Context: an optimization exercise on an open-source flow, tuned for small area and a short achievable clock period. The choices shown serve that exercise and are no tape-out recipe. In this exercise RTL edits were held to simulation tests only and were not proved equivalent to the original.

==> flow/design.v (excerpt) <==
module core(RESET, CLK, raw_instr_mi, core_mem_pc_mo, mem_lsu_data_mi,
    lsu_mem_req_mo, lsu_mem_we_mo, lsu_mem_mask_mo, lsu_mem_addr_mo,
    lsu_mem_data_mo, int_i, dcode_int_rst_o, int_csr_mcause_i, csr_int_mie_o);
Size in the first run: about 63000 µm² of cells after synthesis.
==> flow/config.mk <==
export PLATFORM = sky130hd
export DESIGN_NAME = core
export DESIGN_NICKNAME = core
export VERILOG_FILES = /design/flow/design.v
export SDC_FILE = /design/flow/constraint.sdc
export NUM_CORES = 4
export LEC_CHECK = 0
export CAP_MARGIN = 10
export CORE_MARGIN = 2
export CORE_UTILIZATION = 40
export PLACE_DENSITY = 0.6
export SETUP_SLACK_MARGIN = 4
export SLEW_MARGIN = 10
export SYNTH_HIERARCHICAL = 1
export TNS_END_PERCENT = 5
==> flow/constraint.sdc <==
create_clock -name core_clock -period 13.0 [get_ports {CLK}]
set_input_delay 2.6000 -clock core_clock [delete_from_list [all_inputs] [get_ports {CLK}]]
set_output_delay 2.6000 -clock core_clock [all_outputs]
set_load 0.01 [all_outputs]
standard.sh (not shown) runs the stock make flow with config.mk's settings and CLKGATE_MAP_FILE= SYNTH_SCRIPT=/design/flow/synth_recipe.tcl, a recipe that flattens the netlist after the stock synthesis.
==> flow/flow/run.sh <==
#!/bin/bash
# Layout flow: the standard ORFS layout (standard.sh, unchanged synthesis)
# with two placement/CTS options changed through ORFS's own variables:
#  - ports are buffered with sky130_fd_sc_hd__buf_2 instead of the default
#    delay-buffer cell that buffer_ports picks on this platform;
#  - clock tree synthesis runs without dummy loads, with clkbuf_16 buffers
#    driving clusters of up to 18 flip-flops.
# make's full output goes to flow_make.log in the work folder; ORFS writes each
# step's own log under orfs/logs/.
set -euo pipefail
export BUFFER_PORTS_ARGS="-buffer_cell sky130_fd_sc_hd__buf_2"
export CTS_ARGS="-sink_clustering_enable -repair_clock_nets -dont_use_dummy_load -buf_list sky130_fd_sc_hd__clkbuf_16 -sink_clustering_size 18 -sink_clustering_max_diameter 80"
bash standard.sh > flow_make.log 2>&1
Change:
--- a/flow/config.mk
+++ b/flow/config.mk
@@ -6,10 +6,11 @@
 export NUM_CORES = 4
 export LEC_CHECK = 0
-export CAP_MARGIN = 10
+export CAP_MARGIN = 20
 export CORE_MARGIN = 2
 export CORE_UTILIZATION = 40
+export CTS_BUF_LIST = sky130_fd_sc_hd__clkbuf_8
 export PLACE_DENSITY = 0.6
 export SETUP_SLACK_MARGIN = 4
-export SLEW_MARGIN = 10
+export SLEW_MARGIN = 20
 export SYNTH_HIERARCHICAL = 1
 export TNS_END_PERCENT = 5
Non-clock buffer count climbs by 5.
Die area is unchanged.
Design area climbs by 0.40%.
Routed wire length climbs by 0.90%.
Hold slack is about the same.

* * *

Setup of v6:
Another version of the RTL of core (not shown whole).
Size: ~5300 cells after synthesis, about 230 I/O pins, ~63000 um^2 of cells after synthesis.
## core
module core(RESET, CLK, raw_instr_mi, core_mem_pc_mo, mem_lsu_data_mi,
    lsu_mem_req_mo, lsu_mem_we_mo, lsu_mem_mask_mo, lsu_mem_addr_mo,
    lsu_mem_data_mo, int_i, dcode_int_rst_o, int_csr_mcause_i, csr_int_mie_o);
==> flow/config.mk <==
export PLATFORM = sky130hd
export DESIGN_NAME = core
export DESIGN_NICKNAME = core
export VERILOG_FILES = /design/flow/design.v
export SDC_FILE = /design/flow/constraint.sdc
export NUM_CORES = 4
export LEC_CHECK = 0
export CAP_MARGIN = 20
export CORE_MARGIN = 2
export CORE_UTILIZATION = 45
export PLACE_DENSITY = 0.65
export SETUP_SLACK_MARGIN = 4
export SLEW_MARGIN = 20
export SYNTH_HIERARCHICAL = 1
export TNS_END_PERCENT = 5
==> flow/constraint.sdc <==
create_clock -name core_clock -period 13.0 [get_ports {CLK}]
set_input_delay 2.6000 -clock core_clock [delete_from_list [all_inputs] [get_ports {CLK}]]
set_output_delay 2.6000 -clock core_clock [all_outputs]
set_load 0.01 [all_outputs]
Scripts as last shown in full above: flow/flow/run.sh
v6 | stages: all done | timing, DRC, antenna: all pass
What v7 does differently from v6 at the input level:
==> flow/run.sh (new file) <==
#!/bin/bash
# synth_recipe.tcl (not shown) runs the flow's synth.tcl, then flattens the netlist and writes it again
# the make line also repeats each setting of config.mk as NAME=value (left out here)
make -C /OpenROAD-flow-scripts/flow DESIGN_CONFIG=/design/flow/config.mk WORK_HOME=/design/flow/orfs CLKGATE_MAP_FILE= SYNTH_SCRIPT=/design/flow/synth_recipe.tcl finish
--- a/flow/config.mk
+++ b/flow/config.mk
@@ -9,4 +9,5 @@
 export CORE_MARGIN = 2
-export CORE_UTILIZATION = 45
-export PLACE_DENSITY = 0.65
+export CORE_UTILIZATION = 40
+export CTS_BUF_LIST = sky130_fd_sc_hd__clkbuf_8
+export PLACE_DENSITY = 0.6
 export SETUP_SLACK_MARGIN = 4
removed: flow/flow/run.sh
removed: flow/standard.sh
Comparing v7 and v6, met3 wire length is higher on v6.
v7: full flow OK, the timing, design-rule and antenna checks passed
Re sequential share of layout area: v7 and v6 aren't equal, and the higher value belongs to v6.
Taking v6 as the reference, in v7 worst setup slack after layout lower; wire length on met1 higher.
v6 → v7: number of clock buffers inserted by TritonCTS +112, total wire length climbed about 4%, non-clock buffer count in the final layout now sits higher, global-route track usage on met2 lost 3.5 points, maximum frequency from static timing analysis shows a reduction of about 0.4%.

* * *

Setup of north:
Starting RTL as in the previous note.
export LEC_CHECK = 0
export CAP_MARGIN = 20
export CORE_MARGIN = 2
export CORE_UTILIZATION = 40
export CTS_BUF_LIST = sky130_fd_sc_hd__clkbuf_8
export PLACE_DENSITY = 0.6
export SETUP_SLACK_MARGIN = 4
export SLEW_MARGIN = 20
export SYNTH_HIERARCHICAL = 1
export TNS_END_PERCENT = 5
create_clock -name core_clock -period 13.0 [get_ports {CLK}]
==> flow/flow/run.sh <==
#!/bin/bash
# Layout flow: the standard ORFS layout (standard.sh, unchanged synthesis)
# with two placement/CTS options changed through ORFS's own variables:
#  - ports are buffered with sky130_fd_sc_hd__buf_2 instead of the default
#    delay-buffer cell that buffer_ports picks on this platform;
#  - clock tree synthesis runs without dummy loads.
# make's full output goes to flow_make.log in the work folder; ORFS writes each
# step's own log under orfs/logs/.
set -euo pipefail
export BUFFER_PORTS_ARGS="-buffer_cell sky130_fd_sc_hd__buf_2"
export CTS_ARGS="-sink_clustering_enable -repair_clock_nets -dont_use_dummy_load -buf_list sky130_fd_sc_hd__clkbuf_8"
bash standard.sh > flow_make.log 2>&1
north went all the way through synthesis, placement and routing and the layout is clean on timing, DRC and antenna.
Edits applied to the flow inputs when going from north to south:
# north
export LEC_CHECK = 0
export CAP_MARGIN = 20
export CORE_MARGIN = 2
export CORE_UTILIZATION = 40
export CTS_BUF_LIST = sky130_fd_sc_hd__clkbuf_8
export PLACE_DENSITY = 0.6
export SETUP_SLACK_MARGIN = 4
export SLEW_MARGIN = 20
export SYNTH_HIERARCHICAL = 1
export TNS_END_PERCENT = 5
create_clock -name core_clock -period 13.0 [get_ports {CLK}]
# south
export LEC_CHECK = 0
export CAP_MARGIN = 20
export CORE_MARGIN = 2
export CORE_UTILIZATION = 50
export PLACE_DENSITY = 0.7
export SETUP_SLACK_MARGIN = 4
export SLEW_MARGIN = 20
export SYNTH_HIERARCHICAL = 1
export TNS_END_PERCENT = 5
create_clock -name core_clock -period 13.0 [get_ports {CLK}]
==> flow/flow/run.sh <==
#!/bin/bash
# Layout flow: the standard ORFS layout (standard.sh, unchanged synthesis)
# with two placement/CTS options changed through ORFS's own variables:
#  - ports are buffered with sky130_fd_sc_hd__buf_2 instead of the default
#    delay-buffer cell that buffer_ports picks on this platform;
#  - clock tree synthesis runs without dummy loads, with clkbuf_16 buffers
#    driving clusters of up to 18 flip-flops.
# make's full output goes to flow_make.log in the work folder; ORFS writes each
# step's own log under orfs/logs/.
set -euo pipefail
export BUFFER_PORTS_ARGS="-buffer_cell sky130_fd_sc_hd__buf_2"
export CTS_ARGS="-sink_clustering_enable -repair_clock_nets -dont_use_dummy_load -buf_list sky130_fd_sc_hd__clkbuf_16 -sink_clustering_size 18 -sink_clustering_max_diameter 80"
bash standard.sh > flow_make.log 2>&1
--- outcome ---
- Re wire length: south is about 2.5% down on north.
- Across both runs, clock-cell share of area was lower for south than for north.
- south gives less largest vdd supply drop than north did.
- Comparing north and south, slack of the worst reg-to-reg path is lower on south.
- Wire length of the first global-routing pass in south is about 3.3% lower than in north
- Relative to north, total non-filler cell area in the finished layout has gone down in south.

-- static timing again, ports no longer ideal --
The flow's constraints put no driver on any port. The routed layouts listed below were extracted and timed again, unchanged, in two steps. Step 1 assumes that a clkbuf_16 drives the clock port and a buf_2 every other input. Step 2 times the ports against the registers' clock, not the clock port: input delays grow and output delays shrink by t, the midpoint of the rising clock arrivals with the driver on. Three values: no drivers, after step 1, after step 2; two values: the first two.
run	shift t [ns]	setup WS [ns]	worst setup path after step 2
the first run of note 1	0.821	3.333 / 3.072 / 2.612	input to register
the second run of note 1	0.801	3.298 / 3.122 / 2.320	input to register
v6	0.775	3.154 / 2.862 / 2.529	input to register
v7	1.062	3.115 / 2.748 / 2.515	input to register
north	1.042	3.300 / 2.928 / 2.543	input to register
south	0.773	3.234 / 2.963 / 2.430	input to register
After both steps every run listed still meets setup and hold. For the second run of note 1, which loses most, drivers alone change the setup slack by -0.176 ns; drivers and shift together by -0.978 ns.
